Source: an optimization exercise on an open RTL-to-GDS flow (aim: small area). Production flows keep margins and buffers that such runs may drop.
Only simulation tests tie the RTL to the original design; equivalence was not proved.
No driver is modelled on the clock port, so clock power and skew are understated where the tree is cut down; a real chip needs a root buffer or a tree.
Power figures rest on the tool's default switching activity, not on a simulated workload.

--- flow/flow/abc_area.script ---
&get -n
&deepsyn -I 4 -J 50
&put
map -a
topo
--- flow/flow/post_cts.tcl ---
# Runs at the end of ORFS's CTS step (POST_CTS_TCL).
set block [ord::get_db_block]
set root [$block findInst clkbuf_0_CLK100_P]
set innet [[$root findITerm A] getNet]
set rootnet [[$root findITerm X] getNet]
set loads {}
foreach it [$rootnet getITerms] {
  if { [$it getInst] != $root } { lappend loads $it }
}
if { [llength $loads] <= 4 } {
  foreach it $loads { $it disconnect; $it connect $innet }
  [$root findITerm A] disconnect
  [$root findITerm X] disconnect
  odb::dbInst_destroy $root
  odb::dbNet_destroy $rootnet
  puts "post_cts: removed root clock buffer, port drives [llength $loads] buffers"
} else {
  puts "post_cts: root clock buffer kept, it drives [llength $loads] pins"
  return
}

proc leaf_worst_slew { inst } {
  set worst 0
  set leafnet [[$inst findITerm X] getNet]
  foreach sink [$leafnet getITerms] {
    if { [$sink getInst] == $inst } { continue }
    set pin [get_pins [[$sink getInst] getName]/[[$sink getMTerm] getName]]
    foreach rf {rise fall} {
      set s [get_property $pin slew_max_$rf]
      if { $s > $worst } { set worst $s }
    }
  }
  return $worst
}

set leaves {}
foreach it [$innet getITerms] {
  set inst [$it getInst]
  if { [string match "sky130_fd_sc_hd__*buf_*" [[$inst getMaster] getName]] } { lappend leaves $inst }
}
foreach inst $leaves { $inst swapMaster [[ord::get_db] findMaster sky130_fd_sc_hd__buf_4] }
estimate_parasitics -placement
foreach inst $leaves {
  set w [leaf_worst_slew $inst]
  if { $w > $::env(POST_CTS_SLEW) } {
    $inst swapMaster [[ord::get_db] findMaster sky130_fd_sc_hd__buf_6]
  }
  puts "post_cts: [$inst getName] estimated sink slew with buf_4 $w, now [[$inst getMaster] getName]"
}
estimate_parasitics -placement
foreach inst $leaves {
  puts "post_cts: [$inst getName] [[$inst getMaster] getName] estimated sink slew [leaf_worst_slew $inst]"
}
--- flow/flow/run.sh ---
#!/bin/bash
set -euo pipefail
here=$(pwd)
cat > "$here/flow_synth.tcl" <<EOF
proc abc {args} {
  set i [lsearch -exact \$args -script]
  if { \$i >= 0 } { set args [lreplace \$args [expr {\$i + 1}] [expr {\$i + 1}] $here/flow/abc_area.script] }
  yosys abc {*}\$args
}
source $here/synth_recipe.tcl
EOF
sed "s|SYNTH_SCRIPT=[^ ]*|SYNTH_SCRIPT=$here/flow_synth.tcl|" standard.sh > flow_standard.sh
export BUFFER_PORTS_ARGS="-buffer_cell sky130_fd_sc_hd__buf_1"
export CTS_ARGS="-sink_clustering_enable -repair_clock_nets -dont_use_dummy_load -buf_list {sky130_fd_sc_hd__clkbuf_4} -root_buf sky130_fd_sc_hd__clkbuf_4"
export POST_CTS_TCL="$here/flow/post_cts.tcl"
export POST_CTS_SLEW=0.105
bash flow_standard.sh > flow.log 2>&1
--- flow/constraint.sdc ---
create_clock -name core_clock -period 10.0 [get_ports {CLK100_P}]
set_input_delay 2.0000 -clock core_clock [delete_from_list [all_inputs] [get_ports {CLK100_P}]]
set_output_delay 2.0000 -clock core_clock [all_outputs]
set_load 0.01 [all_outputs]
--- flow/standard.sh ---
#!/bin/bash
# synth_recipe.tcl (not shown) runs the flow's synth.tcl, then flattens the netlist and writes it again
# the make line also repeats each setting of config.mk as NAME=value (left out here)
make -C /OpenROAD-flow-scripts/flow DESIGN_CONFIG=/design/flow/config.mk WORK_HOME=/design/flow/orfs CLKGATE_MAP_FILE= SYNTH_SCRIPT=/design/flow/synth_recipe.tcl "${@:-finish}"
--- flow/config.mk ---
export PLATFORM = sky130hd
export DESIGN_NAME = pintest
export DESIGN_NICKNAME = pintest
export VERILOG_FILES = /design/flow/design.v
export SDC_FILE = /design/flow/constraint.sdc
export NUM_CORES = 4
export LEC_CHECK = 0
export CAP_MARGIN = 20
export CORE_MARGIN = 2
export CORE_UTILIZATION = 65
export SLEW_MARGIN = 20
--- flow/design.v ---
module pintest 
(
	input wire			CLK100_P,
	input wire			rst,  
	output wire[8:0]	D2IO_n,
	output wire[8:0]	D2IO_p,
	output wire[4:0]	D2I_n,
	output wire[4:0]	D2I_p,
	output wire[5:0]	D3IO_n,
	input wire			TestClock,
	output wire			D3IO_n7,  
	output wire[7:0]	D3IO_p,
	output wire[7:0]	D3I_n,
	output wire[7:0]	D3I_p,
	output wire[7:0]	D6IO_n,
	output wire[7:0]	D6IO_p,
	output wire[7:0]	D6I_n,
	output wire[7:0]	D6I_p,
	output wire[3:0]	LED,
	output wire[7:0]	S0,
	output wire[11:0]	S1,
	output wire[6:0]	S8,
	output wire[0:0]	S6
);
localparam GND = 7'd96;  
localparam [19:0] TMO_INV   = 20'h55555;
localparam [17:0] BLINK_INV = 18'h00000;
localparam [2:0]  SYNC_INV  = 3'b010;
reg [6:0]  pos_out;      
reg        inc;          
reg [2:0]  sync_q;
reg        last_testclk;
reg [19:0] tmo_q;        
reg [17:0] blink_q;      
reg        led1;
wire [2:0]  sync_testclk = sync_q ^ SYNC_INV;
wire [19:0] tmo   = tmo_q ^ TMO_INV;
wire [17:0] blink = blink_q ^ BLINK_INV;
wire por      = inc & ~last_testclk;
wire tmo_mid  = &tmo[18:1];
wire tmo_ones = tmo_mid & tmo[0];
wire timeout  = tmo_ones & tmo[19];
wire reset    = por | timeout;
wire clr      = rst | por;             
wire edge_tc  = sync_testclk[0] & ~last_testclk;
wire por_end  = tmo_mid & tmo[19] & ~tmo[0] & ~last_testclk;
wire [6:0] pos = (reset | por_end) ? 7'd0 : pos_out + {6'd0, inc};
reg [19:0] tmo_next;
always @*
begin
	if (rst)
		tmo_next = 20'hDB6FF;          
	else if (sync_testclk[0])
		tmo_next = 20'hFFFFE;          
	else
		tmo_next = {tmo[18:0], ~(tmo[19] ^ tmo[2]) | (tmo_ones & ~por)};
end
always @(posedge CLK100_P)
begin
	tmo_q <= tmo_next ^ TMO_INV;
	sync_q <= (clr ? 3'b0 : {TestClock, sync_testclk[2:1]}) ^ SYNC_INV;
	last_testclk <= ~rst & sync_testclk[0] & ~timeout;
	inc     <= rst | (por & ~tmo_ones) | (edge_tc & ~reset);
	pos_out <= clr ? GND : pos;
	blink_q <= {blink[16:0], clr | (~(blink[17] ^ blink[10]) ^ (&blink[16:0]))} ^ BLINK_INV;
	led1    <= ~clr & (led1 ^ (~blink[17] & (&blink[16:0])));
end
assign LED[0] = por;
assign LED[1] = led1;
assign LED[2] = ~reset;
assign LED[3] = pos[0];
wire [127:0] pins = 128'd1 << pos_out;
assign S0[5]    = pins[0];  
assign S1[3]    = pins[1];  
assign S8[6]    = pins[2];  
assign D6I_n[0]    = pins[3];  
assign S1[4]    = pins[4];  
assign S8[4]    = pins[5];  
assign S6[0]    = pins[6];  
assign D6I_p[3]    = pins[7];  
assign D6I_p[2]    = pins[8];  
assign D6I_p[5]    = pins[9];  
assign D6I_p[0]    = pins[10];  
assign D6I_n[3]    = pins[11];  
assign D6I_n[5]    = pins[12];  
assign D6I_n[2]    = pins[13];  
assign D6I_n[1]    = pins[14];  
assign D6I_p[1]    = pins[15];  
assign S8[3]    = pins[16];  
assign S1[5]    = pins[17];  
assign S1[9]    = pins[18];  
assign S1[0]    = pins[19];  
assign S1[11]    = pins[20];  
assign S8[5]    = pins[21];  
assign S8[1]    = pins[22];  
assign S0[7]    = pins[24];  
assign S0[2]    = pins[25];  
assign S0[0]    = pins[26];  
assign S1[7]    = pins[27];  
assign S0[1]    = pins[28];  
assign S0[4]    = pins[29];  
assign S0[6]    = pins[30];  
assign S0[3]    = pins[31];  
assign D6IO_n[6]    = pins[32];  
assign D6IO_p[7]    = pins[33];  
assign D6IO_n[7]    = pins[34];  
assign D6I_n[6]    = pins[35];  
assign D6I_p[6]    = pins[36];  
assign D6I_p[7]    = pins[37];  
assign D6I_p[4]    = pins[38];  
assign D6I_n[7]    = pins[39];  
assign S1[1]    = pins[40];  
assign S1[2]    = pins[41];  
assign D6I_n[4]    = pins[42];  
assign S1[8]    = pins[43];  
assign S8[0]    = pins[44];  
assign S1[6]    = pins[45];  
assign S1[10]    = pins[46];  
assign S8[2]    = pins[47];  
assign D6IO_n[3]    = pins[50];  
assign D6IO_p[3]    = pins[51];  
assign D6IO_p[0]    = pins[52];  
assign D6IO_n[0]    = pins[53];  
assign D6IO_p[1]    = pins[54];  
assign D6IO_n[1]    = pins[55];  
assign D6IO_p[4]    = pins[56];  
assign D6IO_n[5]    = pins[57];  
assign D6IO_p[5]    = pins[58];  
assign D6IO_n[4]    = pins[60];  
assign D6IO_p[2]    = pins[61];  
assign D6IO_n[2]    = pins[62];  
assign D6IO_p[6]    = pins[63];  
assign D3IO_n[0]    = pins[64];  
assign D3IO_p[0]    = pins[65];  
assign D3I_n[3]    = pins[66];  
assign D3I_p[3]    = pins[67];  
assign D3I_n[4]    = pins[68];  
assign D3I_p[4]    = pins[69];  
assign D2IO_p[7]    = pins[70];  
assign D2IO_n[7]    = pins[71];  
assign D2IO_n[6]    = pins[72];  
assign D2IO_p[6]    = pins[73];  
assign D2IO_n[4]    = pins[74];  
assign D2IO_p[4]    = pins[75];  
assign D2I_n[1]    = pins[76];  
assign D2I_p[1]    = pins[77];  
assign D2I_n[0]    = pins[78];  
assign D2I_p[0]    = pins[79];  
assign D3IO_p[6]    = pins[80];  
assign D3IO_n7    = pins[81];  
assign D3IO_n[2]    = pins[82];  
assign D3IO_p[2]    = pins[83];  
assign D2IO_n[8]    = pins[84];  
assign D2IO_p[8]    = pins[85];  
assign D2IO_n[1]    = pins[86];  
assign D2IO_n[2]    = pins[87];  
assign D2IO_p[2]    = pins[88];  
assign D2IO_n[0]    = pins[89];  
assign D2IO_p[1]    = pins[90];  
assign D3IO_n[4]    = pins[91];  
assign D2IO_p[0]    = pins[92];  
assign D3IO_p[4]    = pins[93];  
assign D3IO_p[5]    = pins[98];  
assign D3IO_n[5]    = pins[99];  
assign D2IO_p[3]    = pins[100];  
assign D2IO_n[3]    = pins[101];  
assign D2IO_p[5]    = pins[102];  
assign D3IO_p[1]    = pins[104];  
assign D2IO_n[5]    = pins[105];  
assign D3IO_n[1]    = pins[106];  
assign D3IO_p[3]    = pins[107];  
assign D3I_p[7]    = pins[108];  
assign D3IO_p[7]    = pins[109];  
assign D3IO_n[3]    = pins[110];  
assign D3I_n[7]    = pins[111];  
assign D2I_p[2]    = pins[112];  
assign D2I_p[3]    = pins[113];  
assign D3I_p[1]    = pins[114];  
assign D2I_p[4]    = pins[115];  
assign D2I_n[2]    = pins[116];  
assign D2I_n[3]    = pins[117];  
assign D3I_n[1]    = pins[118];  
assign D2I_n[4]    = pins[119];  
assign D3I_p[0]    = pins[120];  
assign D3I_p[2]    = pins[121];  
assign D3I_p[5]    = pins[122];  
assign D3I_p[6]    = pins[123];  
assign D3I_n[6]    = pins[124];  
assign D3I_n[5]    = pins[125];  
assign D3I_n[2]    = pins[126];  
assign D3I_n[0]    = pins[127];  
endmodule
==> results of run 1 <==
-- routing by layer --
layer	global-route usage [%]	up-vias	wire length (µm)	share of wire [%]
li1	-	1197	-	-
met2	63.9	234	3950	50
met1	46.6	1168	2730	35
met5	0	-	0	0
met4	24.8	0	368	4.7
met3	13.0	56	856	11
-- layout make-up --
| type | instances | share of cell area [%] |
|---|---|---|
| clock buffer | 4 | 1.57 |
| tap | 44 | 2.09 |
| timing repair buffer | 125 | 17.8 |
| sequential | 51 | 38.8 |
| inverter | 19 | 2.71 |
| multi-input combinational | 229 | 37.0 |
-- power breakdown --
part	switching [mW]	internal [mW]	leakage, nW	total, mW
sequential	0.00249	0.207	0.416	0.209
combinational	0.00478	0.00243	0.463	0.00721
clock	0.0498	0.0293	0.0230	0.0791
total	0.0571	0.238	0.902	0.296
-- cells by family after synthesis --
| family | share of synthesized area [%] |
|---|---|
| and+or+nand+nor | 39.8 |
| AOI/OAI and AO/OA | 3.48 |
| DFF | 48.9 |
| buffers and inverters | 4.50 |
| adders and majority gates | 1.20 |
| xor gates and xnor gates | 2.10 |
-- registers in the layout, summed over array words and instances (netlist names) --
| signal | flops |
|---|---|
| blink_q | 18 |
| inc | 1 |
| last_testclk | 1 |
| led1 | 1 |
| pos_out | 7 |
| sync_q | 3 |
| tmo_q | 20 |
-- cell usage after synthesis --
master     number  area [µm²]
xnor2_1         2        17.5
nor3_1          2        10.0
nor4_1          2        12.5
nand3_1        12        60.1
a2111oi_0       1        8.76
and3_2          1        7.51
o21ai_0         5        25.0
nand2_1        32         120
ha_1            2        25.0
or3_2           1        7.51
nor3b_1         1        7.51
clkinv_1       19        71.3
a21oi_1         5        25.0
o31ai_1         1        7.51
dfxtp_1        51        1020
nand4_1         5        31.3
buf_4           3        22.5
xor2_1          3        26.3
nor2_1        153         574
o22ai_1         1        6.26
-- stage by stage --
step | setup slack (ns) | power [mW]
after floorplan | 6.59 | 0.218
after global placement | 6.52 | 0.220
after detailed placement | 6.46 | 0.220
after global routing | 6.05 | 0.302
final | 6.22 | 0.296
-- path summary, 6_finish.rpt --
kind	start	endpoint	depth (start not counted)
max reg2reg	tmo_q[8]	pos_out[5]	5
min	blink_q[7]	blink_q[8]	0
max	pos_out[2]	S1[6]	3
min reg2reg	blink_q[7]	blink_q[8]	0
-- critical path, stage by stage (launching register included) --
cell	delay [ns]
dfxtp_1	0.47
nand3_1	0.58
nor2_1	0.37
buf_1	0.23
==> flow_metrics.env, run 1 <==
export IMPL_wl_per_cell_um=16.8
export IMPL_stdcell_area_um2=2630
export IMPL_powerDensity_nw_per_um2=112
export IMPL_synth_area_per_cell_um2=6.91
export IMPL_hp_class="flip-flop to flip-flop"
export IMPL_period_share_pct=37.8
export IMPL_clock_latency_ns=0.14
export IMPL_layout_common_cells="nor2_1, buf_1, dfxtp_1"
export IMPL_grt_max_degree=17
export IMPL_rsz0062_at_grt="no"
export IMPL_yosysSeqAreaShare_pct=48.9
export IMPL_end_kind="output port"
export IMPL_cts_clk_slew_worst_paths_ns=0.11
export IMPL_grt_pass1_vias=2193
export IMPL_num_fill_cells=207
export IMPL_nets=435
export IMPL_first_pass_iters=6
export IMPL_cp_max_fo=16
export IMPL_placed_area_um2=2590
export IMPL_io_buffer_count=125
export IMPL_start_util_pct=68.4
export IMPL_postLayoutCoreUtil_pct=86.1
export IMPL_seq_area_um2=1020
export IMPL_cp_required_ns=8.00
export IMPL_num_rows=20
export IMPL_hold_slack_ns=0.354
export IMPL_final_setup_tns_ns=0
export IMPL_worstSetupStartpointType="flip-flop"
export IMPL_die_w_um=60.7
export IMPL_finalSetupViolations=0
export IMPL_numPlacedInstances=468
export IMPL_syn_area_um2=2090
export IMPL_drt_iter0_drc=401
export IMPL_critPathKind="flip-flop to output port"
export IMPL_dp_hpwl_mm=4.96
export IMPL_via_count=2655
export IMPL_remaining_drc_errors=0
export IMPL_ys_ff_latch=51
export IMPL_max_cap_violations=0
export IMPL_fp_dieH_um=60.7
export IMPL_diodes=0
export IMPL_yosys_warnings=1
export IMPL_grtUsageTotal_pct=40.0
export IMPL_drive_gt1_share_pct=1.40
export IMPL_vdd_ir_drop_max_uv=137
export IMPL_timing_slew_headroom_pct=49.2
export IMPL_drt_total_wl_mm=7.91
export IMPL_antenna_left=0
export IMPL_layout_commonest_cell="nor2_1"
export IMPL_tightest_slew_ns=0.761
export IMPL_antenna_found_initial=0
export IMPL_fin_cells=472
export IMPL_max_freq_mhz=264
export IMPL_synth_cells=302
export IMPL_numClockSinks=51
export IMPL_syn_nets=307
export IMPL_synth_cell_types=20
export IMPL_core_area_um2=3050
export IMPL_areaGrowthSynthToFinish_pct=26.0
export IMPL_p_leak_nw=0.902
export IMPL_regToRegSetupSlack_ns=8.35
export IMPL_status="complete, no violations"
export IMPL_fin_skew_ns=0.0296
export IMPL_multi_input_area_um2=972
export IMPL_grt_pass1_wl_mm=10.6
export IMPL_dieArea_um2=3680
export IMPL_grt_overflow=0
export IMPL_gp_congestion=0.890
export IMPL_hold_viol=0
export IMPL_io_pins=126
export IMPL_cp_arrival_ns=1.78
export IMPL_min_period_ns=3.78
export IMPL_slew_violations=0
export IMPL_avgViaCountPerCell=5.63
==> run 2, diff against run 1 <==
--- a/flow/design.v
+++ b/flow/design.v
@@ -25,15 +25,19 @@
 localparam GND = 7'd96;  
 localparam [19:0] TMO_INV   = 20'h55555;
 localparam [17:0] BLINK_INV = 18'h00000;
-localparam [2:0]  SYNC_INV  = 3'b010;
+localparam [2:0]  SYNC_INV  = 3'b111;
+localparam        INC_INV   = 1'b0;
+localparam        LAST_INV  = 1'b0;
 reg [6:0]  pos_out;      
-reg        inc;          
+reg        inc_q;        
 reg [2:0]  sync_q;
-reg        last_testclk;
+reg        last_q;
 reg [19:0] tmo_q;        
 reg [17:0] blink_q;      
 reg        led1;
 wire [2:0]  sync_testclk = sync_q ^ SYNC_INV;
+wire        inc          = inc_q ^ INC_INV;
+wire        last_testclk = last_q ^ LAST_INV;
 wire [19:0] tmo   = tmo_q ^ TMO_INV;
 wire [17:0] blink = blink_q ^ BLINK_INV;
 wire por      = inc & ~last_testclk;
@@ -50,7 +54,7 @@
 begin
 	if (rst)
 		tmo_next = 20'hDB6FF;          
-	else if (sync_testclk[0])
+	else if (sync_testclk[0] & ~por)
 		tmo_next = 20'hFFFFE;          
 	else
 		tmo_next = {tmo[18:0], ~(tmo[19] ^ tmo[2]) | (tmo_ones & ~por)};
@@ -58,9 +62,9 @@
 always @(posedge CLK100_P)
 begin
 	tmo_q <= tmo_next ^ TMO_INV;
-	sync_q <= (clr ? 3'b0 : {TestClock, sync_testclk[2:1]}) ^ SYNC_INV;
-	last_testclk <= ~rst & sync_testclk[0] & ~timeout;
-	inc     <= rst | (por & ~tmo_ones) | (edge_tc & ~reset);
+	sync_q <= {~clr & TestClock, sync_testclk[2:1]} ^ SYNC_INV;
+	last_q <= (~clr & sync_testclk[0] & ~timeout) ^ LAST_INV;
+	inc_q  <= (rst | (por & ~tmo_ones) | (edge_tc & ~reset)) ^ INC_INV;
 	pos_out <= clr ? GND : pos;
 	blink_q <= {blink[16:0], clr | (~(blink[17] ^ blink[10]) ^ (&blink[16:0]))} ^ BLINK_INV;
 	led1    <= ~clr & (led1 ^ (~blink[17] & (&blink[16:0])));
--- a/flow/config.mk
+++ b/flow/config.mk
@@ -7,5 +7,5 @@
 export LEC_CHECK = 0
 export CAP_MARGIN = 20
 export CORE_MARGIN = 2
-export CORE_UTILIZATION = 65
+export CORE_UTILIZATION = 75
 export SLEW_MARGIN = 20
==> run 2 against run 1 <==
Net effect:
- the flow now stops in 3_3_place_gp
- synthesized cell count decreased by 1.3%
- area after synthesis decreased by 0.54%
==> flow_metrics.env, run 2 <==
export IMPL_ys_ff_latch=51
export IMPL_synth_area_per_cell_um2=6.97
export IMPL_status="stopped before the end"
export IMPL_syn_nets=303
export IMPL_yosysTopAreaCellShare_pct=49.2
export IMPL_synth_cells=298
export IMPL_syn_area_um2=2080
export IMPL_io_pins=126
export IMPL_yosysTopAreaCell="dfxtp_1"
export IMPL_async_flop_share_pct=0
export IMPL_num_rows=19
export IMPL_yosysSeqAreaShare_pct=49.2
export IMPL_ys_top_cells_by_area="dfxtp_1, nor2_1, nand2_1, nand3_1, clkinv_1"
export IMPL_die_w_um=56.6
export IMPL_synth_cell_types=20
export IMPL_yosysMostFrequentCell="nor2_1"
export IMPL_lastStage="3_3_place_gp"
export IMPL_yosys_top_cells_count="nor2_1, dfxtp_1, nand2_1"
export IMPL_io_buffer_count=125
export IMPL_start_util_pct=77.3
export IMPL_synth_edff_count=0
export IMPL_fp_dieH_um=56.6
export IMPL_firstError="[ERROR GPL-0301] Utilization 105.922 % exceeds 100%."
export IMPL_yosys_warnings=1
export IMPL_synth_ff_type="dfxtp_1"
[run 2: cell types whose count changed after synthesis]
| cell | change |
|---|---|
| a21oi_1 | +2 |
| clkinv_1 | -4 |
| nand2_1 | +2 |
| nor2_1 | -4 |
| nor3_1 | +1 |
| o21ai_0 | -1 |
| o22ai_1 | -1 |
| or2_2 | +1 |
| or3_2 | -1 |
| or3b_2 | +1 |
[run 2: kinds of logic after synthesis]
| logic type | share of synthesized area, % |
|---|---|
| simple gates | 40.3 |
| fa+ha+maj | 1.21 |
| flops | 49.2 |
| compound gates | 3.44 |
| xor+xnor | 2.11 |
| buf+inv | 3.80 |
==> run 3, diff against run 2 <==
--- a/flow/config.mk
+++ b/flow/config.mk
@@ -7,5 +7,5 @@
 export LEC_CHECK = 0
 export CAP_MARGIN = 20
 export CORE_MARGIN = 2
-export CORE_UTILIZATION = 75
+export CORE_UTILIZATION = 82
 export SLEW_MARGIN = 20
==> run 3 against run 2 <==
Net effect:
- the run again fails in 3_3_place_gp
- area after synthesis did not move
- synthesized cell count did not move
==> flow_metrics.env, run 3 <==
export IMPL_io_pins=126
export IMPL_synth_area_per_cell_um2=6.97
export IMPL_status="stopped before the end"
export IMPL_synth_cells=298
export IMPL_start_util_pct=85.3
export IMPL_yosys_warnings=1
export IMPL_yosysTopAreaCellShare_pct=49.2
export IMPL_synth_ff_type="dfxtp_1"
export IMPL_yosys_top_cells_count="nor2_1, dfxtp_1, nand2_1"
export IMPL_ys_ff_latch=51
export IMPL_async_flop_share_pct=0
export IMPL_syn_nets=303
export IMPL_lastStage="3_3_place_gp"
export IMPL_synth_cell_types=20
export IMPL_yosysTopAreaCell="dfxtp_1"
export IMPL_yosysMostFrequentCell="nor2_1"
export IMPL_yosysSeqAreaShare_pct=49.2
export IMPL_io_buffer_count=125
export IMPL_die_w_um=54.3
export IMPL_synth_edff_count=0
export IMPL_firstError="[ERROR GPL-0301] Utilization 117.101 % exceeds 100%."
export IMPL_syn_area_um2=2080
export IMPL_num_rows=18
export IMPL_ys_top_cells_by_area="dfxtp_1, nor2_1, nand2_1, nand3_1, clkinv_1"
export IMPL_fp_dieH_um=54.3
[run 3: logic make-up after synthesis]
family          share of synthesized area [%]
compound gates                           3.44
fa+ha+maj                                1.21
buf+inv                                  3.80
flops                                    49.2
xor+xnor                                 2.11
simple gates                             40.3
==> run 4, diff against run 3 <==
--- a/flow/config.mk
+++ b/flow/config.mk
@@ -7,5 +7,5 @@
 export LEC_CHECK = 0
 export CAP_MARGIN = 20
 export CORE_MARGIN = 2
-export CORE_UTILIZATION = 82
+export CORE_UTILIZATION = 65
 export SLEW_MARGIN = 20
==> run 4 against run 3 <==
Net effect:
- now clean on timing, DRC and antenna
- area after synthesis is the same
- synthesized cell count is the same
==> flow_metrics.env, run 4 <==
export IMPL_status="complete, no violations"
export IMPL_largest_reg_flops=20
export IMPL_synth_edff_count=0
export IMPL_synth_cells=298
export IMPL_yosysSeqAreaShare_pct=49.2
export IMPL_synth_ff_type="dfxtp_1"
export IMPL_numClockSinks=51
export IMPL_regMostFlops="tmo_q"
export IMPL_p_int_mw=0.239
export IMPL_seq_power_share_pct=71.3
export IMPL_min_period_ns=3.92
export IMPL_cp_arrival_ns=1.92
export IMPL_grt_pass1_vias=1921
export IMPL_hp_class="flip-flop to flip-flop"
export IMPL_syn_nets=303
export IMPL_via_count=2514
export IMPL_areaGrowthSynthToFinish_pct=26.2
export IMPL_grt_overflow=0
export IMPL_avgViaCountPerCell=5.37
export IMPL_core_area_um2=3050
export IMPL_ys_ff_latch=51
export IMPL_powerDensity_nw_per_um2=112
export IMPL_cp_slowest_cell="or3b_2"
export IMPL_start_util_pct=68.0
export IMPL_cts_clk_slew_worst_paths_ns=0.10
export IMPL_drt_iter0_drc=250
export IMPL_cp_required_ns=8.00
export IMPL_critPathKind="flip-flop to output port"
export IMPL_slew_violations=0
export IMPL_slowest_delay_ns=0.50
export IMPL_yosysTopAreaCell="dfxtp_1"
export IMPL_synth_area_per_cell_um2=6.97
export IMPL_nets=431
export IMPL_swShare_pct=18.7
export IMPL_diodes=0
export IMPL_multi_input_area_um2=976
export IMPL_end_kind="output port"
export IMPL_drive_gt1_share_pct=1.65
export IMPL_combPwrFrac_pct=2.6
export IMPL_layout_common_cells="nor2_1, buf_1, dfxtp_1"
export IMPL_timing_slew_headroom_pct=51.0
export IMPL_yosys_warnings=1
export IMPL_max_freq_mhz=255
export IMPL_p_leak_nw=0.906
export IMPL_period_share_pct=39.2
export IMPL_final_setup_tns_ns=0
export IMPL_layout_commonest_cell="nor2_1"
export IMPL_worstPathBufferInverterCount=1
export IMPL_io_buffer_count=125
export IMPL_finalSetupViolations=0
export IMPL_path_cells="nand4_1 > nor4_1 > nand3_1 > or3b_2 > nand2_1 > nor2_1 > buf_1"
export IMPL_antenna_found_initial=0
export IMPL_cp_max_fo=4
export IMPL_numPlacedInstances=464
export IMPL_tightest_slew_ns=0.733
export IMPL_seq_area_um2=1020
export IMPL_async_flop_share_pct=0
export IMPL_remaining_drc_errors=0
export IMPL_reg_largest_list="tmo_q x20, blink_q x18, pos_out x7"
export IMPL_yosysTopAreaCellShare_pct=49.2
export IMPL_ys_top_cells_by_area="dfxtp_1, nor2_1, nand2_1, nand3_1, clkinv_1"
export IMPL_vdd_ir_drop_max_uv=140
export IMPL_num_rows=20
export IMPL_gp_congestion=0.917
export IMPL_dp_hpwl_mm=4.83
export IMPL_wl_per_cell_um=13.9
export IMPL_cp_top_family="simple AND/OR/NAND/NOR gates"
export IMPL_grt_max_degree=17
export IMPL_synth_cell_types=20
export IMPL_drt_total_wl_mm=6.51
export IMPL_hold_viol=0
export IMPL_finalPower_mw=0.293
export IMPL_rsz0062_at_grt="no"
export IMPL_dieArea_um2=3660
export IMPL_yosys_top_cells_count="nor2_1, dfxtp_1, nand2_1"
export IMPL_postLayoutCoreUtil_pct=85.8
export IMPL_first_pass_iters=5
export IMPL_grtUsageTotal_pct=33.4
export IMPL_syn_area_um2=2080
export IMPL_max_cap_violations=0
export IMPL_fp_dieH_um=60.5
export IMPL_power_frac_clock_pct=26.1
export IMPL_fin_skew_ns=0.0232
export IMPL_antenna_left=0
export IMPL_switching_power_mw=0.0547
export IMPL_yosysMostFrequentCell="nor2_1"
export IMPL_grt_pass1_wl_mm=9.12
export IMPL_worstSetupStartpointType="flip-flop"
export IMPL_num_fill_cells=218
export IMPL_hold_slack_ns=0.337
export IMPL_fin_cells=468
export IMPL_clock_latency_ns=0.14
export IMPL_io_pins=126
export IMPL_die_w_um=60.5
## run 4: cell counts after synthesis
Identical to the previous run, type by type.
## run 4: area by class of cell
cell class	count	area share [%]
Inverter	15	2.15
Multi-Input combinational cell	229	37.3
Sequential cell	51	39.0
Timing Repair Buffer	125	17.9
Tap cell	44	2.10
Clock buffer	4	1.58
## run 4: routing by layer
metal | vias up | wire (µm) | GRT usage [%]
met2 | 159 | 3250 | 59.3
met4 | 0 | 159 | 12.4
met3 | 18 | 539 | 4.05
met1 | 1142 | 2560 | 41.8
li1 | 1195 | - | -
met5 | - | 0 | 0
## run 4: path summary, 6_finish.rpt
| path | cells past startpoint | slack (ns) | end | startpoint |
|---|---|---|---|---|
| worst max-delay path | 7 | 6.08 | LED[3] | tmo_q[15] |
| worst min-delay path | 0 | 0.34 | sync_q[0] | sync_q[1] |
| worst max register to register | 6 | 8.12 | pos_out[4] | tmo_q[15] |
| worst min register to register | 0 | 0.34 | sync_q[0] | sync_q[1] |
## run 4: metrics by stage
step                setup WS (ns)  area, µm²
floorplan                    6.53       2080
global placement             6.42       2580
detailed placement           6.28       2580
global route                 5.98       2620
finish                       6.08       2620
## run 4: power groups by stage
stage | Clock (mW) | Sequential (mW) | Combinational [mW]
after global routing | 0.0853 | 0.209 | 0.00841
after detailed placement | 0 | 0.213 | 0.00743
after global placement | 0 | 0.213 | 0.00721
final | 0.0767 | 0.209 | 0.00760
after floorplan | 0 | 0.213 | 0.00519
## run 4: worst reg2reg max path, stage by stage (launching register included)
cell	delay, ns
dfxtp_1	0.38
nand4_1	0.12
nor4_1	0.29
nand3_1	0.18
or3b_2	0.50
nand3_1	0.17
a2111oi_0	0.09
## run 4: cells by family after synthesis
| group | count (synthesis) | share of synthesized area, % |
|---|---|---|
| AO/OA/AOI/OAI | 13 | 3.44 |
| flip-flops | 51 | 49.2 |
| adder cells (fa/ha/maj) | 2 | 1.21 |
| XOR/XNOR | 5 | 2.11 |
| buffers and inverters | 18 | 3.80 |
| AND/OR/NAND/NOR | 209 | 40.3 |
==> run 5, diff against run 4 <==
--- a/flow/config.mk
+++ b/flow/config.mk
@@ -6,6 +6,9 @@
 export NUM_CORES = 4
 export LEC_CHECK = 0
 export CAP_MARGIN = 20
+export CELL_PAD_IN_SITES_DETAIL_PLACEMENT = 0
+export CELL_PAD_IN_SITES_GLOBAL_PLACEMENT = 1
 export CORE_MARGIN = 2
 export CORE_UTILIZATION = 65
+export PLACE_DENSITY = 0.9
 export SLEW_MARGIN = 20
==> run 5 against run 4 <==
Net effect:
- the flow now stops in 3_1_place_gp_skip_io
- area after synthesis did not move
- synthesized cell count did not move
==> flow_metrics.env, run 5 <==
export IMPL_synth_ff_type="dfxtp_1"
export IMPL_synth_area_per_cell_um2=6.97
export IMPL_yosysSeqAreaShare_pct=49.2
export IMPL_num_rows=20
export IMPL_ys_ff_latch=51
export IMPL_firstError="[ERROR GPL-0301] Utilization 111.166 % exceeds 100%."
export IMPL_yosysMostFrequentCell="nor2_1"
export IMPL_ys_top_cells_by_area="dfxtp_1, nor2_1, nand2_1, nand3_1, clkinv_1"
export IMPL_yosys_warnings=1
export IMPL_status="stopped before the end"
export IMPL_yosys_top_cells_count="nor2_1, dfxtp_1, nand2_1"
export IMPL_start_util_pct=68.0
export IMPL_synth_cell_types=20
export IMPL_yosysTopAreaCellShare_pct=49.2
export IMPL_die_w_um=60.5
export IMPL_lastStage="3_1_place_gp_skip_io"
export IMPL_syn_nets=303
export IMPL_async_flop_share_pct=0
export IMPL_syn_area_um2=2080
export IMPL_synth_edff_count=0
export IMPL_synth_cells=298
export IMPL_yosysTopAreaCell="dfxtp_1"
export IMPL_fp_dieH_um=60.5
==> run 5: cell counts after synthesis <==
No cell type changed its count.
==> run 5: kinds of logic after synthesis <==
kind of cell               count (synthesis)  synth area share [%]
DFF                                       51                  49.2
xor gates and xnor gates                   5                  2.11
and+or+nand+nor                          209                  40.3
adders and majority gates                  2                  1.21
buffers and inverters                     18                  3.80
AOI/OAI and AO/OA                         13                  3.44
==> run 6, diff against run 5 <==
--- a/flow/config.mk
+++ b/flow/config.mk
@@ -9,6 +9,5 @@
 export CELL_PAD_IN_SITES_DETAIL_PLACEMENT = 0
 export CELL_PAD_IN_SITES_GLOBAL_PLACEMENT = 1
 export CORE_MARGIN = 2
-export CORE_UTILIZATION = 65
-export PLACE_DENSITY = 0.9
+export CORE_UTILIZATION = 75
 export SLEW_MARGIN = 20
==> run 6 against run 5 <==
Net effect:
- the flow again stops in 3_1_place_gp_skip_io
- area after synthesis is the same
- synthesized cell count stayed put
==> flow_metrics.env, run 6 <==
export IMPL_status="stopped before the end"
export IMPL_lastStage="3_1_place_gp_skip_io"
export IMPL_firstError="[ERROR GPL-0301] Utilization 125.876 % exceeds 100%."
export IMPL_synth_area_per_cell_um2=6.97
export IMPL_ys_ff_latch=51
export IMPL_syn_nets=303
export IMPL_async_flop_share_pct=0
export IMPL_start_util_pct=77.3
export IMPL_syn_area_um2=2080
export IMPL_yosysSeqAreaShare_pct=49.2
export IMPL_synth_cell_types=20
export IMPL_yosysTopAreaCellShare_pct=49.2
export IMPL_die_w_um=56.6
export IMPL_synth_cells=298
export IMPL_num_rows=19
export IMPL_yosys_top_cells_count="nor2_1, dfxtp_1, nand2_1"
export IMPL_yosysMostFrequentCell="nor2_1"
export IMPL_fp_dieH_um=56.6
export IMPL_synth_edff_count=0
export IMPL_yosys_warnings=1
export IMPL_yosysTopAreaCell="dfxtp_1"
export IMPL_ys_top_cells_by_area="dfxtp_1, nor2_1, nand2_1, nand3_1, clkinv_1"
export IMPL_synth_ff_type="dfxtp_1"
==> run 6: cell counts after synthesis <==
Identical to the previous run, type by type.
==> run 6: cell families after synthesis <==
group / share of synthesized area, %
and+or+nand+nor: 40.3
adders and majority gates: 1.21
DFF: 49.2
buffers and inverters: 3.80
xor gates and xnor gates: 2.11
AOI/OAI and AO/OA: 3.44
==> run 7, diff against run 6 <==
--- a/flow/flow/run.sh
+++ b/flow/flow/run.sh
@@ -13,5 +13,5 @@
 export BUFFER_PORTS_ARGS="-buffer_cell sky130_fd_sc_hd__buf_1"
 export CTS_ARGS="-sink_clustering_enable -repair_clock_nets -dont_use_dummy_load -buf_list {sky130_fd_sc_hd__clkbuf_4} -root_buf sky130_fd_sc_hd__clkbuf_4"
 export POST_CTS_TCL="$here/flow/post_cts.tcl"
-export POST_CTS_SLEW=0.105
+export POST_CTS_SLEW=0.110
 bash flow_standard.sh > flow.log 2>&1
==> flow/config.mk (replaced) <==
export PLATFORM = sky130hd
export DESIGN_NAME = pintest
export DESIGN_NICKNAME = pintest
export VERILOG_FILES = /design/flow/design.v
export SDC_FILE = /design/flow/constraint.sdc
export NUM_CORES = 4
export LEC_CHECK = 0
export CAP_MARGIN = 20
export CORE_MARGIN = 2
export CORE_UTILIZATION = 65
export SLEW_MARGIN = 20
==> run 7 against run 6 <==
Net effect:
- now clean on timing, DRC and antenna
- synthesized cell count unchanged
- area after synthesis unchanged
==> flow_metrics.env, run 7 <==
export IMPL_status="complete, no violations"
export IMPL_drt_total_wl_mm=6.50
export IMPL_hold_viol=0
export IMPL_drive_gt1_share_pct=1.65
export IMPL_seq_power_share_pct=71.9
export IMPL_first_pass_iters=5
export IMPL_die_w_um=60.5
export IMPL_synth_xor_area_share_pct=2.11
export IMPL_p_int_mw=0.236
export IMPL_yosysMostFrequentCell="nor2_1"
export IMPL_nets=431
export IMPL_areaGrowthSynthToFinish_pct=26.0
export IMPL_hp_class="flip-flop to flip-flop"
export IMPL_yosysTopAreaCell="dfxtp_1"
export IMPL_reg_largest_list="tmo_q x20, blink_q x18, pos_out x7"
export IMPL_syn_nets=303
export IMPL_layout_commonest_cell="nor2_1"
export IMPL_start_util_pct=68.0
export IMPL_grtUsageTotal_pct=33.4
export IMPL_wl_met2_mm=3.26
export IMPL_ys_top_cells_by_area="dfxtp_1, nor2_1, nand2_1, nand3_1, clkinv_1"
export IMPL_dieArea_um2=3660
export IMPL_p_leak_nw=0.905
export IMPL_rsz0062_at_grt="no"
export IMPL_cp_required_ns=8.00
export IMPL_clock_latency_ns=0.15
export IMPL_num_rows=20
export IMPL_met1_length_mm=2.49
export IMPL_synth_cells=298
export IMPL_layout_common_cells="nor2_1, buf_1, dfxtp_1"
export IMPL_syn_area_um2=2080
export IMPL_layout_setup_ws_ns=6.08
export IMPL_max_freq_mhz=255
export IMPL_worstSetupStartpointType="flip-flop"
export IMPL_regMostFlops="tmo_q"
export IMPL_period_share_pct=39.2
export IMPL_stdcell_area_um2=2620
export IMPL_synth_ff_type="dfxtp_1"
export IMPL_whs_endpoint="sync_q[1]"
export IMPL_synth_top_family_by_area="simple AND/OR/NAND/NOR gates"
export IMPL_drt_iter0_drc=273
export IMPL_placed_area_um2=2580
export IMPL_grt_max_degree=17
export IMPL_vdd_ir_drop_max_uv=139
export IMPL_antenna_left=0
export IMPL_via_count=2527
export IMPL_fp_dieH_um=60.5
export IMPL_yosys_top_cells_count="nor2_1, dfxtp_1, nand2_1"
export IMPL_largest_reg_flops=20
export IMPL_hold_slack_ns=0.318
export IMPL_grt_overflow=0
export IMPL_muxShareOfSynthArea_pct=0
export IMPL_maxUsedRoutingLayer="met4"
export IMPL_yosysTopAreaCellShare_pct=49.2
export IMPL_num_fill_cells=220
export IMPL_max_cap_violations=0
export IMPL_synth_simple_area_share_pct=40.3
export IMPL_regToRegSetupSlack_ns=8.16
export IMPL_whs_path_depth=0
export IMPL_yosys_warnings=1
export IMPL_tightest_slew_ns=0.712
export IMPL_preCtsSetupSlack_ns=6.28
export IMPL_avgViaCountPerCell=5.40
export IMPL_synth_area_per_cell_um2=6.97
export IMPL_cp_arrival_ns=1.92
export IMPL_switching_power_mw=0.0548
export IMPL_synth_edff_count=0
export IMPL_dp_hpwl_mm=4.83
export IMPL_remaining_drc_errors=0
export IMPL_gp_congestion=0.917
export IMPL_synth_compound_area_share_pct=3.44
export IMPL_numClockSinks=51
export IMPL_synth_cell_types=20
export IMPL_grt_pass1_vias=1917
export IMPL_combPwrFrac_pct=2.6
export IMPL_core_area_um2=3050
export IMPL_cts_clk_slew_worst_paths_ns=0.11
export IMPL_io_pins=126
export IMPL_min_period_ns=3.92
export IMPL_fin_skew_ns=0.0328
export IMPL_finalSetupViolations=0
export IMPL_antenna_found_initial=0
export IMPL_diodes=0
export IMPL_swShare_pct=18.9
export IMPL_grt_pass1_wl_mm=9.14
export IMPL_async_flop_share_pct=0
export IMPL_powerDensity_nw_per_um2=111
export IMPL_worst_hold_startpoint="sync_q[2]"
export IMPL_cp_max_fo=4
export IMPL_met3_length_um=574
export IMPL_wl_per_cell_um=13.9
export IMPL_io_buffer_count=125
export IMPL_yosysSeqAreaShare_pct=49.2
export IMPL_end_kind="output port"
export IMPL_r2r_start="tmo_q[15]"
export IMPL_slew_violations=0
export IMPL_r2r_end="pos_out[5]"
export IMPL_ys_ff_latch=51
export IMPL_synthAdderAreaFrac_pct=1.21
export IMPL_timing_slew_headroom_pct=52.4
export IMPL_power_frac_clock_pct=25.5
export IMPL_r2r_cells=6
export IMPL_critPathKind="flip-flop to output port"
export IMPL_final_setup_tns_ns=0
==> run 7: how the worst max path moves through the flow <==
stage	start	cells past startpoint	slack, ns	end
2_1_floorplan	tmo_q[15]	7	6.53	LED[3]
3_3_place_gp	tmo_q[15]	7	6.42	LED[3]
3_5_place_dp	tmo_q[15]	7	6.28	LED[3]
5_1_grt	tmo_q[15]	7	5.98	LED[3]
6_report	tmo_q[15]	7	6.08	LED[3]
==> run 7: routing by layer <==
metal  up-vias  GRT usage (%)
li1       1199              -
met1      1136           41.8
met2       172           59.3
met3        20           4.05
met4         0           12.4
met5         -              0
==> run 7: critical path, stage by stage (launching register included) <==
cell and delay [ns]:
dfxtp_1 0.38, nand4_1 0.12, nor4_1 0.29, nand3_1 0.19, or3b_2 0.50, nand2_1 0.13, nor2_1 0.05, buf_1 0.12
==> run 7: kinds of logic (layout without fill, tap and decap cells) <==
family                   after synthesis  after routing
adder cells (fa/ha/maj)                2              2
XOR/XNOR                               5              5
buffers and inverters                 18            144
AO/OA/AOI/OAI                         13             13
AND/OR/NAND/NOR                      209            209
flip-flops                            51             51
==> run 7: power by group through the flow <==
stage,Sequential [mW],Combinational (mW),Clock (mW)
detailed placement,0.213,0.00743,0
floorplan,0.213,0.00519,0
global route,0.209,0.00841,0.0825
global placement,0.213,0.00721,0
finish,0.209,0.00756,0.0741
==> run 7: metrics by stage <==
| stage | total power [mW] | cells | utilization, % |
|---|---|---|---|
| global placement | 0.220 | 464 | 84.4 |
| global route | 0.300 | 468 | 85.7 |
| detailed placement | 0.221 | 464 | 84.4 |
| floorplan | 0.218 | 298 | - |
| finish | 0.291 | 468 | 85.7 |
==> run 7: layout make-up <==
class                           instances  area (µm²)  area share, %
Clock buffer                            4        37.5           1.44
Inverter                               15        56.3           2.15
Multi-Input combinational cell        229         976           37.3
Sequential cell                        51        1020           39.0
Tap cell                               44        55.1           2.11
Timing Repair Buffer                  125         469           17.9
==> run 8, diff against run 7 <==
--- a/flow/design.v
+++ b/flow/design.v
@@ -48,7 +48,9 @@
 wire clr      = rst | por;             
 wire edge_tc  = sync_testclk[0] & ~last_testclk;
 wire por_end  = tmo_mid & tmo[19] & ~tmo[0] & ~last_testclk;
-wire [6:0] pos = (reset | por_end) ? 7'd0 : pos_out + {6'd0, inc};
+wire [6:0] carry = {inc & (&pos_out[5:0]), inc & (&pos_out[4:0]), inc & (&pos_out[3:0]),
+                    inc & (&pos_out[2:0]), inc & (&pos_out[1:0]), inc & pos_out[0], inc};
+wire [6:0] pos = (reset | por_end) ? 7'd0 : pos_out ^ carry;
 reg [19:0] tmo_next;
 always @*
 begin
--- a/flow/flow/run.sh
+++ b/flow/flow/run.sh
@@ -9,7 +9,7 @@
 }
 source $here/synth_recipe.tcl
 EOF
-sed "s|SYNTH_SCRIPT=[^ ]*|SYNTH_SCRIPT=$here/flow_synth.tcl|" standard.sh > flow_standard.sh
+sed "s|SYNTH_SCRIPT=[^ ]*|SYNTH_SCRIPT=$here/flow_synth.tcl ADDER_MAP_FILE=|" standard.sh > flow_standard.sh
 export BUFFER_PORTS_ARGS="-buffer_cell sky130_fd_sc_hd__buf_1"
 export CTS_ARGS="-sink_clustering_enable -repair_clock_nets -dont_use_dummy_load -buf_list {sky130_fd_sc_hd__clkbuf_4} -root_buf sky130_fd_sc_hd__clkbuf_4"
 export POST_CTS_TCL="$here/flow/post_cts.tcl"
--- a/flow/config.mk
+++ b/flow/config.mk
@@ -7,5 +7,5 @@
 export LEC_CHECK = 0
 export CAP_MARGIN = 20
 export CORE_MARGIN = 2
-export CORE_UTILIZATION = 65
+export CORE_UTILIZATION = 70
 export SLEW_MARGIN = 20
==> run 8 against run 7 <==
Net effect:
- the flow now stops in 3_3_place_gp
- area after synthesis decreased by 0.18%
- synthesized cell count is 1.7% higher
==> flow_metrics.env, run 8 <==
export IMPL_syn_area_um2=2070
export IMPL_yosys_warnings=1
export IMPL_synth_ff_type="dfxtp_1"
export IMPL_fp_dieH_um=58.4
export IMPL_yosysSeqAreaShare_pct=49.3
export IMPL_synth_edff_count=0
export IMPL_yosys_top_cells_count="nor2_1, dfxtp_1, nand2_1"
export IMPL_status="stopped before the end"
export IMPL_yosysTopAreaCell="dfxtp_1"
export IMPL_synth_cells=303
export IMPL_die_w_um=58.4
export IMPL_io_pins=126
export IMPL_io_buffer_count=125
export IMPL_yosysMostFrequentCell="nor2_1"
export IMPL_firstError="[ERROR GPL-0301] Utilization 102.796 % exceeds 100%."
export IMPL_lastStage="3_3_place_gp"
export IMPL_num_rows=19
export IMPL_synth_cell_types=20
export IMPL_ys_ff_latch=51
export IMPL_async_flop_share_pct=0
export IMPL_yosysTopAreaCellShare_pct=49.3
export IMPL_ys_top_cells_by_area="dfxtp_1, nor2_1, nand2_1, clkinv_1, nand3_1"
export IMPL_syn_nets=306
export IMPL_start_util_pct=74.5
export IMPL_synth_area_per_cell_um2=6.84
-- run 8: cell families after synthesis --
| family | after synthesis | share of synthesized area, % |
|---|---|---|
| flip-flops | 51 | 49.3 |
| AO/OA/AOI/OAI | 15 | 4.05 |
| buffers and inverters | 23 | 4.71 |
| XOR/XNOR | 1 | 0.423 |
| AND/OR/NAND/NOR | 213 | 41.5 |
==> run 9, diff against run 8 <==
--- a/flow/config.mk
+++ b/flow/config.mk
@@ -7,5 +7,5 @@
 export LEC_CHECK = 0
 export CAP_MARGIN = 20
 export CORE_MARGIN = 2
-export CORE_UTILIZATION = 70
+export CORE_UTILIZATION = 65
 export SLEW_MARGIN = 20
==> run 9 against run 8 <==
Net effect:
- synthesized cell count stayed put
- area after synthesis stayed put
- the run now finishes clean
==> flow_metrics.env, run 9 <==
export IMPL_diodes=0
export IMPL_cp_max_fo=14
export IMPL_slew_violations=0
export IMPL_max_cap_violations=0
export IMPL_r2r_end="pos_out[6]"
export IMPL_start_util_pct=67.9
export IMPL_critPathKind="flip-flop to output port"
export IMPL_layout_commonest_cell="nor2_1"
export IMPL_crit_top_cell="clkinv_1"
export IMPL_dieArea_um2=3660
export IMPL_drive_gt1_share_pct=1.86
export IMPL_syn_nets=306
export IMPL_synthAdderAreaFrac_pct=0
export IMPL_cp_slowest_cell="dfxtp_1"
export IMPL_avgViaCountPerCell=5.41
export IMPL_numPlacedInstances=469
export IMPL_cts_clk_slew_worst_paths_ns=0.11
export IMPL_regMostFlops="tmo_q"
export IMPL_io_buffer_count=125
export IMPL_layout_common_cells="nor2_1, buf_1, dfxtp_1"
export IMPL_yosysSeqAreaShare_pct=49.3
export IMPL_status="complete, no violations"
export IMPL_grt_pass1_vias=2027
export IMPL_drt_iter0_drc=323
export IMPL_fp_dieH_um=60.5
export IMPL_powerDensity_nw_per_um2=110
export IMPL_synth_cells=303
export IMPL_multi_input_area_um2=953
export IMPL_rsz0062_at_grt="no"
export IMPL_synth_top_family_by_area="simple AND/OR/NAND/NOR gates"
export IMPL_r2r_cells=11
export IMPL_antenna_left=0
export IMPL_syn_area_um2=2070
export IMPL_grtUsageTotal_pct=35.8
export IMPL_synth_area_per_cell_um2=6.84
export IMPL_slowest_delay_ns=0.41
export IMPL_muxShareOfSynthArea_pct=0
export IMPL_ys_ff_latch=51
export IMPL_path_cells="clkinv_1 > nor3_1 > clkinv_1 > nor2_1 > buf_1"
export IMPL_cp_depth=5
export IMPL_antenna_found_initial=0
export IMPL_nets=434
export IMPL_hold_slack_ns=0.348
export IMPL_async_flop_share_pct=0
export IMPL_synth_ff_type="dfxtp_1"
export IMPL_largest_reg_flops=20
export IMPL_timing_slew_headroom_pct=53.7
export IMPL_worstPathBufferInverterCount=3
export IMPL_period_share_pct=38.5
export IMPL_grt_max_degree=18
export IMPL_swShare_pct=18.9
export IMPL_p_int_mw=0.233
export IMPL_hold_viol=0
export IMPL_worst_hold_startpoint="sync_q[2]"
export IMPL_core_area_um2=3050
export IMPL_combPwrFrac_pct=2.5
export IMPL_yosysTopAreaCell="dfxtp_1"
export IMPL_gp_congestion=0.883
export IMPL_synth_cell_types=20
export IMPL_fin_cells=473
export IMPL_areaGrowthSynthToFinish_pct=25.8
export IMPL_whs_path_depth=0
export IMPL_num_fill_cells=203
export IMPL_yosys_top_cells_count="nor2_1, dfxtp_1, nand2_1"
export IMPL_switching_power_mw=0.0541
export IMPL_seq_power_share_pct=72.9
export IMPL_synth_xor_area_share_pct=0.423
export IMPL_io_pins=126
export IMPL_min_period_ns=3.85
export IMPL_via_count=2560
export IMPL_hp_class="flip-flop to flip-flop"
export IMPL_whs_endpoint="sync_q[1]"
export IMPL_yosysTopAreaCellShare_pct=49.3
export IMPL_final_setup_tns_ns=0
export IMPL_first_pass_iters=5
export IMPL_cp_required_ns=8.00
export IMPL_vdd_ir_drop_max_uv=158
export IMPL_finalSetupViolations=0
export IMPL_grt_overflow=0
export IMPL_remaining_drc_errors=0
export IMPL_wl_per_cell_um=14.4
export IMPL_p_leak_nw=0.884
export IMPL_regToRegSetupSlack_ns=7.52
export IMPL_synth_compound_area_share_pct=4.05
export IMPL_yosysMostFrequentCell="nor2_1"
export IMPL_yosys_warnings=1
export IMPL_die_w_um=60.5
export IMPL_clock_latency_ns=0.15
export IMPL_num_rows=20
export IMPL_seq_area_um2=1020
export IMPL_max_freq_mhz=260
export IMPL_worstSetupStartpointType="flip-flop"
export IMPL_end_kind="output port"
export IMPL_r2r_start="pos_out[1]"
export IMPL_tightest_slew_ns=0.693
export IMPL_power_frac_clock_pct=24.7
export IMPL_cp_top_family="buffers and inverters"
export IMPL_drt_total_wl_mm=6.81
export IMPL_cp_arrival_ns=1.85
export IMPL_fin_skew_ns=0.0201
export IMPL_grt_pass1_wl_mm=9.65
export IMPL_ys_top_cells_by_area="dfxtp_1, nor2_1, nand2_1, clkinv_1, nand3_1"
export IMPL_numClockSinks=51
export IMPL_reg_largest_list="tmo_q x20, blink_q x18, pos_out x7"
export IMPL_synth_edff_count=0
export IMPL_synth_simple_area_share_pct=41.5
export IMPL_dp_hpwl_mm=5.18
==> run 9: cell counts after synthesis <==
Identical to the previous run, type by type.
==> run 9: kinds of logic (layout without fill, tap and decap cells) <==
group	count (synthesis)	in the layout
and+or+nand+nor	213	213
DFF	51	51
buffers and inverters	23	149
AOI/OAI and AO/OA	15	15
xor gates and xnor gates	1	1
==> run 9: layout make-up <==
cell class | count | area share [%]
sequential | 51 | 39.2
multi-input combinational | 229 | 36.6
timing repair buffer | 125 | 18.0
inverter | 20 | 2.88
tap | 44 | 2.11
clock buffer | 4 | 1.30
==> run 9: metal layers <==
metal  GRT usage (%)  routed length (µm)  vias up
met1            42.6                2530     1154
li1                -                   -     1210
met2            64.1                3510      172
met4            13.7                 155        0
met5               0                   0        -
met3            7.04                 608       24
==> run 9: how the worst max path moves through the flow <==
stage,from,endpoint
floorplan,tmo_q[15],LED[3]
global placement,pos_out[1],D2I_n[4]
detailed placement,pos_out[1],D6I_p[1]
global route,pos_out[1],D6I_p[1]
finish,pos_out[1],D6I_p[1]
==> run 9: power groups by stage <==
| stage | registers, mW | logic, mW | clock network (mW) |
|---|---|---|---|
| after floorplan | 0.213 | 0.00471 | 0 |
| after global placement | 0.213 | 0.00626 | 0 |
| after detailed placement | 0.214 | 0.00688 | 0 |
| after global routing | 0.209 | 0.00768 | 0.0767 |
| final | 0.209 | 0.00705 | 0.0708 |
==> run 9: stage by stage <==
| stage | instance area (µm²) | worst slack, ns | total power, mW | utilization, % |
|---|---|---|---|---|
| after floorplan | 2070 | 6.64 | 0.217 | - |
| after global placement | 2570 | 6.52 | 0.219 | 84.3 |
| after detailed placement | 2570 | 6.39 | 0.221 | 84.3 |
| after global routing | 2610 | 5.97 | 0.294 | 85.4 |
| final | 2610 | 6.15 | 0.287 | 85.4 |
==> run 10, diff against run 9 <==
==> flow/flow/run.sh (replaced) <==
#!/bin/bash
set -euo pipefail
here=$(pwd)
cat > "$here/flow_synth.tcl" <<EOF
source $here/flow/synth_abc.tcl
source $here/synth_recipe.tcl
EOF
export FLOW_ABC_DIR="$here/flow"
sed "s|SYNTH_SCRIPT=[^ ]*|SYNTH_SCRIPT=$here/flow_synth.tcl ADDER_MAP_FILE=|" standard.sh > flow_standard.sh
export BUFFER_PORTS_ARGS="-buffer_cell sky130_fd_sc_hd__buf_1"
export CTS_ARGS="-sink_clustering_enable -repair_clock_nets -dont_use_dummy_load -buf_list {sky130_fd_sc_hd__clkbuf_4} -root_buf sky130_fd_sc_hd__clkbuf_4"
export POST_CTS_TCL="$here/flow/post_cts.tcl"
export POST_CTS_SLEW=0.110
bash flow_standard.sh > flow.log 2>&1
==> flow/flow/abc_area1.script (new file) <==
strash
&get -n
&deepsyn -I 4 -J 50
&put
map -a
topo
==> flow/flow/abc_area2.script (new file) <==
strash
dc2
&get -n
&deepsyn -I 4 -J 50
&put
map -a
topo
==> flow/flow/abc_area3.script (new file) <==
strash
&get -n
&deepsyn -I 4 -J 50
&put
balance
map -a
topo
==> flow/flow/abc_area4.script (new file) <==
strash
&get -n
&deepsyn -I 4 -J 50 -t
&put
map -a
topo
==> flow/flow/abc_area5.script (new file) <==
strash
&get -n
&deepsyn -I 4 -J 50
&put
rewrite -z
map -a
topo
==> flow/flow/abc_area6.script (new file) <==
strash
&get -n
&deepsyn -I 4 -J 50 -t
&put
dc2
map -a
topo
==> flow/flow/synth_abc.tcl (new file) <==
# Sourced by the flow's synthesis script before synth_recipe.tcl. Replaces the
# abc call of ORFS's synthesis: each area-oriented abc script in flow/ is
# tried on the same netlist, and the one giving the smallest cell area is
# kept. Registers are not touched by abc.
proc abc {args} {
  set i [lsearch -exact $args -script]
  set lib [lindex $args [expr {[lsearch -exact $args -liberty] + 1}]]
  set scripts [lsort [glob $::env(FLOW_ABC_DIR)/abc_area*.script]]
  yosys design -save flow_pre_abc
  set best ""; set best_area 1e30
  foreach s $scripts {
    yosys design -load flow_pre_abc
    yosys abc {*}[lreplace $args [expr {$i + 1}] [expr {$i + 1}] $s]
    yosys tee -q -o $::env(FLOW_ABC_DIR)/../abc_stat.txt stat -liberty $lib
    set f [open $::env(FLOW_ABC_DIR)/../abc_stat.txt]; set t [read $f]; close $f
    regexp {Chip area for (?:top )?module[^:]*:\s*([0-9.]+)} $t -> area
    puts "flow abc: [file tail $s] gives cell area $area"
    if { $area < $best_area } { set best_area $area; set best $s }
  }
  yosys design -load flow_pre_abc
  yosys abc {*}[lreplace $args [expr {$i + 1}] [expr {$i + 1}] $best]
  puts "flow abc: kept [file tail $best] (cell area $best_area)"
}
removed: flow/flow/abc_area.script
==> run 10 against run 9 <==
Net effect:
- still clean
- cell area shrank 0.53%
- register-to-register slack gained 0.05 ns
- area after synthesis shrank 0.66%
- largest power group unchanged
==> flow_metrics.env, run 10 <==
export IMPL_status="complete, no violations"
export IMPL_core_area_um2=3030
export IMPL_dp_hpwl_mm=4.94
export IMPL_yosysMostFrequentCell="nor2_1"
export IMPL_worst_hold_startpoint="blink_q[15]"
export IMPL_cts_clk_slew_worst_paths_ns=0.12
export IMPL_critPathKind="flip-flop to output port"
export IMPL_vdd_ir_drop_max_uv=139
export IMPL_grt_pass1_vias=1925
export IMPL_hold_slack_ns=0.355
export IMPL_finalPower_mw=0.289
export IMPL_regMostFlops="tmo_q"
export IMPL_synth_edff_count=0
export IMPL_yosys_warnings=1
export IMPL_antenna_left=0
export IMPL_diodes=0
export IMPL_ys_top_cells_by_area="dfxtp_1, nor2_1, nand2_1, clkinv_1, nand3_1"
export IMPL_yosysTopAreaCell="dfxtp_1"
export IMPL_cp_required_ns=8.00
export IMPL_grt_max_degree=17
export IMPL_syn_nets=304
export IMPL_layout_commonest_cell="nor2_1"
export IMPL_slew_violations=0
export IMPL_combPwrFrac_pct=2.6
export IMPL_switching_power_mw=0.0558
export IMPL_tightest_slew_ns=0.725
export IMPL_antenna_found_initial=0
export IMPL_die_w_um=60.3
export IMPL_gp_congestion=0.914
export IMPL_layout_common_cells="nor2_1, buf_1, dfxtp_1"
export IMPL_reg_largest_list="tmo_q x20, blink_q x18, pos_out x7"
export IMPL_numClockSinks=51
export IMPL_largest_reg_flops=20
export IMPL_power_frac_clock_pct=25.1
export IMPL_fin_skew_ns=0.0323
export IMPL_end_kind="output port"
export IMPL_dieArea_um2=3630
export IMPL_hp_class="flip-flop to flip-flop"
export IMPL_timing_slew_headroom_pct=51.5
export IMPL_via_count=2461
export IMPL_avgViaCountPerCell=5.23
export IMPL_drive_gt1_share_pct=1.87
export IMPL_hold_viol=0
export IMPL_ys_ff_latch=51
export IMPL_max_freq_mhz=260
export IMPL_worstSetupStartpointType="flip-flop"
export IMPL_async_flop_share_pct=0
export IMPL_num_rows=20
export IMPL_rsz0062_at_grt="no"
export IMPL_start_util_pct=68.0
export IMPL_period_share_pct=38.4
export IMPL_clock_latency_ns=0.15
export IMPL_yosys_top_cells_count="nor2_1, dfxtp_1, nand2_1"
export IMPL_synth_ff_type="dfxtp_1"
export IMPL_swShare_pct=19.3
export IMPL_p_int_mw=0.233
export IMPL_grt_overflow=0
export IMPL_cp_max_fo=4
export IMPL_synth_cells=301
export IMPL_grt_pass1_wl_mm=9.03
export IMPL_io_buffer_count=125
export IMPL_final_setup_tns_ns=0
export IMPL_max_cap_violations=0
export IMPL_p_leak_nw=0.887
export IMPL_synth_cell_types=18
export IMPL_cp_arrival_ns=1.84
export IMPL_drt_total_wl_mm=6.55
export IMPL_r2r_start="pos_out[0]"
export IMPL_min_period_ns=3.84
export IMPL_io_pins=126
export IMPL_fp_dieH_um=60.3
export IMPL_powerDensity_nw_per_um2=111
export IMPL_syn_area_um2=2060
export IMPL_first_pass_iters=5
export IMPL_grtUsageTotal_pct=34.0
export IMPL_wl_per_cell_um=13.9
export IMPL_finalSetupViolations=0
export IMPL_nets=432
export IMPL_yosysTopAreaCellShare_pct=49.6
export IMPL_remaining_drc_errors=0
export IMPL_areaGrowthSynthToFinish_pct=26.0
export IMPL_num_fill_cells=196
export IMPL_yosysSeqAreaShare_pct=49.6
export IMPL_postLayoutCoreUtil_pct=85.7
export IMPL_seq_power_share_pct=72.4
export IMPL_drt_iter0_drc=229
export IMPL_worstSetupStartpoint="tmo_q[11]"
export IMPL_synth_area_per_cell_um2=6.84
-- run 10: through the flow --
step           worst slack [ns]  instances  cell area (µm²)
6_report                   6.16        471             2590
5_1_grt                    6.03        471             2590
3_5_place_dp               6.35        467             2560
3_3_place_gp               6.46        467             2560
2_1_floorplan              6.53        301             2060
-- run 10: cell families after synthesis --
| group | Yosys count | share of synthesized area, % |
|---|---|---|
| compound gates | 18 | 4.80 |
| flops | 51 | 49.6 |
| simple gates | 212 | 41.4 |
| buf+inv | 20 | 4.19 |
-- run 10: cell type report --
cell class / count / area [µm²] / area share (%)
Tap cell: 44 / 55.1 / 2.12
Inverter: 17 / 63.8 / 2.46
Clock buffer: 4 / 33.8 / 1.30
Sequential cell: 51 / 1020 / 39.4
Multi-Input combinational cell: 230 / 951 / 36.7
Timing Repair Buffer: 125 / 469 / 18.1
-- run 10: critical path: stages, from the launching register on --
cell     delay, ns
dfxtp_1       0.37
nand4_1       0.12
nor4_1        0.27
nand3_1       0.18
or3b_2        0.46
nand2_1       0.14
nor3_1        0.06
buf_1         0.13
-- run 10: final timing paths --
kind / slack, ns / depth (start not counted) / to
worst max-delay path: 6.16 / 7 / LED[3]
worst min-delay path: 0.35 / 0 / blink_q[16]
worst max register to register: 7.57 / 11 / pos_out[6]
worst min register to register: 0.35 / 0 / blink_q[16]
-- run 10: power groups by stage --
stage	Clock (mW)	Combinational [mW]	Sequential, mW
6_report	0.0724	0.00739	0.209
3_3_place_gp	0	0.00666	0.213
3_5_place_dp	0	0.00696	0.214
5_1_grt	0.0783	0.00816	0.209
2_1_floorplan	0	0.00499	0.213
-- run 10: layer usage --
metal | routed length (µm) | vias up | GRT usage [%]
li1 | - | 1206 | -
met1 | 2650 | 1106 | 41.1
met2 | 3260 | 134 | 60.1
met3 | 504 | 15 | 6.49
met4 | 136 | 0 | 11.4
met5 | 0 | - | 0
==> run 11, diff against run 10 <==
==> flow/flow/abc_area7.script (new file) <==
strash
&get -n
&deepsyn -I 4 -J 50 -t
&put
balance
map -a
topo
==> flow/flow/abc_area8.script (new file) <==
strash
dc2
&get -n
&deepsyn -I 4 -J 50 -t
&put
map -a
topo
==> flow/flow/abc_area9.script (new file) <==
strash
&get -n
&deepsyn -I 4 -J 50
&put
balance
rewrite -z
map -a
topo
==> flow/flow/abc_areaA.script (new file) <==
strash
&get -n
&deepsyn -I 4 -J 50 -t
&put
rewrite -z
map -a
topo
==> flow/flow/abc_areaB.script (new file) <==
strash
dc2
&get -n
&deepsyn -I 4 -J 50
&put
balance
map -a
topo
==> flow/flow/abc_areaC.script (new file) <==
strash
&get -n
&deepsyn -I 4 -J 50 -t
&put
balance
map -a
mfs2
strash
balance
map -a
topo
==> run 11 against run 10 <==
Net effect:
- largest cell class unchanged
- core utilization about the same
- sequential cell count did not move
- sequential power about the same
==> flow_metrics.env, run 11 <==
export IMPL_status="complete, no violations"
export IMPL_dp_hpwl_mm=5.31
export IMPL_gp_congestion=0.945
export IMPL_cts_clk_slew_worst_paths_ns=0.09
export IMPL_yosys_warnings=1
export IMPL_synth_cells=299
export IMPL_wl_per_cell_um=15.7
export IMPL_cp_required_ns=8.00
export IMPL_yosysTopAreaCell="dfxtp_1"
export IMPL_ys_top_cells_by_area="dfxtp_1, nor2_1, nand2_1, nand3_1, clkinv_1"
export IMPL_vdd_ir_drop_max_uv=154
export IMPL_cp_arrival_ns=1.89
export IMPL_synth_edff_count=0
export IMPL_syn_nets=302
export IMPL_p_leak_nw=0.891
export IMPL_grt_max_degree=17
export IMPL_drt_iter0_drc=335
export IMPL_yosys_top_cells_count="nor2_1, dfxtp_1, nand2_1"
export IMPL_synth_ff_type="dfxtp_1"
export IMPL_largest_reg_flops=20
export IMPL_regMostFlops="tmo_q"
export IMPL_antenna_left=0
export IMPL_io_buffer_count=125
export IMPL_dieArea_um2=3620
export IMPL_powerDensity_nw_per_um2=114
export IMPL_core_area_um2=3030
export IMPL_first_pass_iters=5
export IMPL_yosysSeqAreaShare_pct=49.8
export IMPL_via_count=2581
export IMPL_layout_common_cells="nor2_1, buf_1, dfxtp_1"
export IMPL_num_rows=20
export IMPL_multi_input_area_um2=948
export IMPL_cp_max_fo=4
export IMPL_synth_cell_types=17
export IMPL_seq_area_um2=1020
export IMPL_grt_overflow=0
export IMPL_start_util_pct=67.8
export IMPL_worst_hold_startpoint="sync_q[1]"
export IMPL_synth_area_per_cell_um2=6.86
export IMPL_min_period_ns=3.89
export IMPL_r2r_start="pos_out[0]"
export IMPL_hp_class="flip-flop to flip-flop"
export IMPL_grt_pass1_vias=2033
export IMPL_max_cap_violations=0
export IMPL_regToRegSetupSlack_ns=7.58
export IMPL_num_fill_cells=197
export IMPL_cp_slowest_cell="or3_2"
export IMPL_fin_cells=469
export IMPL_async_flop_share_pct=0
export IMPL_tightest_slew_ns=0.754
export IMPL_layout_commonest_cell="nor2_1"
export IMPL_syn_area_um2=2050
export IMPL_nets=430
export IMPL_remaining_drc_errors=0
export IMPL_areaGrowthSynthToFinish_pct=26.5
export IMPL_yosysMostFrequentCell="nor2_1"
export IMPL_reg_largest_list="tmo_q x20, blink_q x18, pos_out x7"
export IMPL_end_kind="output port"
export IMPL_drive_gt1_share_pct=1.41
export IMPL_worstSetupStartpointType="flip-flop"
export IMPL_fin_skew_ns=0.0182
export IMPL_timing_slew_headroom_pct=49.6
export IMPL_slowest_delay_ns=0.47
export IMPL_worstSetupStartpoint="tmo_q[11]"
export IMPL_path_cells="nand4_1 > nor4_1 > nand3_1 > or3_2 > nand2_1 > nor3_1 > buf_1"
export IMPL_max_freq_mhz=257
export IMPL_period_share_pct=38.9
export IMPL_antenna_found_initial=0
export IMPL_grt_pass1_wl_mm=9.85
export IMPL_diodes=0
export IMPL_clock_latency_ns=0.13
run 11: changes by cell type in the layout (fill, tap and decap cells not counted), moves of 2 or more:
cell     delta
nand3_1     +2
buf_4       -2
nor2_1      +2
nand2_1     -3
buf_6       +2
run 11: cell families after synthesis:
kind of cell           synth area share [%]
AND/OR/NAND/NOR                        41.3
buffers and inverters                  4.02
AO/OA/AOI/OAI                          4.02
flip-flops                             49.8
XOR/XNOR                              0.854
run 11: worst paths after layout:
path / endpoint / cells after the start
setup / recovery: LED[3] / 7
hold reg to reg: sync_q[0] / 0
hold / removal: sync_q[0] / 0
setup reg to reg: pos_out[6] / 8
run 11: stage by stage:
stage / instance area (µm²) / worst slack (ns) / util, % / hold slack (ns)
global route: 2590 / 6.03 / 85.7 / 0.340
finish: 2590 / 6.11 / 85.7 / 0.324
global placement: 2550 / 6.47 / 84.3 / 0.311
detailed placement: 2550 / 6.33 / 84.3 / 0.314
floorplan: 2050 / 6.57 / - / 0.310
run 11: layer usage:
metal  up-vias  wire length, µm  track usage (%)
li1       1198                -                -
met1      1154             2600             42.1
met2       194             3740             64.6
met3        35              723             8.01
met4         0              316             18.1
met5         -                0                0
run 11: final cells by class:
class	instances	share of cell area, %
multi-input cells	229	36.5
repair buffers	125	18.1
flip-flops and latches	51	39.3
clock buffers	4	1.59
inverters	16	2.31
well taps	44	2.12
run 11: critical path, delay by kind of cell (launching register included):
kind / cells / cell delay, ns
buffers and inverters: 1 / 0.13
DFF: 1 / 0.38
and+or+nand+nor: 6 / 1.25
run 11: power by group:
group	leakage [nW]	internal, mW	switching [mW]
clock	0.0230	0.0293	0.0490
combinational	0.453	0.00228	0.00551
sequential	0.416	0.207	0.00288

Setup slack of run 11, layout unchanged: 6.114 ns with ideal ports, 6.064 ns with driving cells assumed (clock clkbuf_16, inputs buf_2), 6.224 ns with port delays also shifted by the 0.173 ns mid clock arrival.
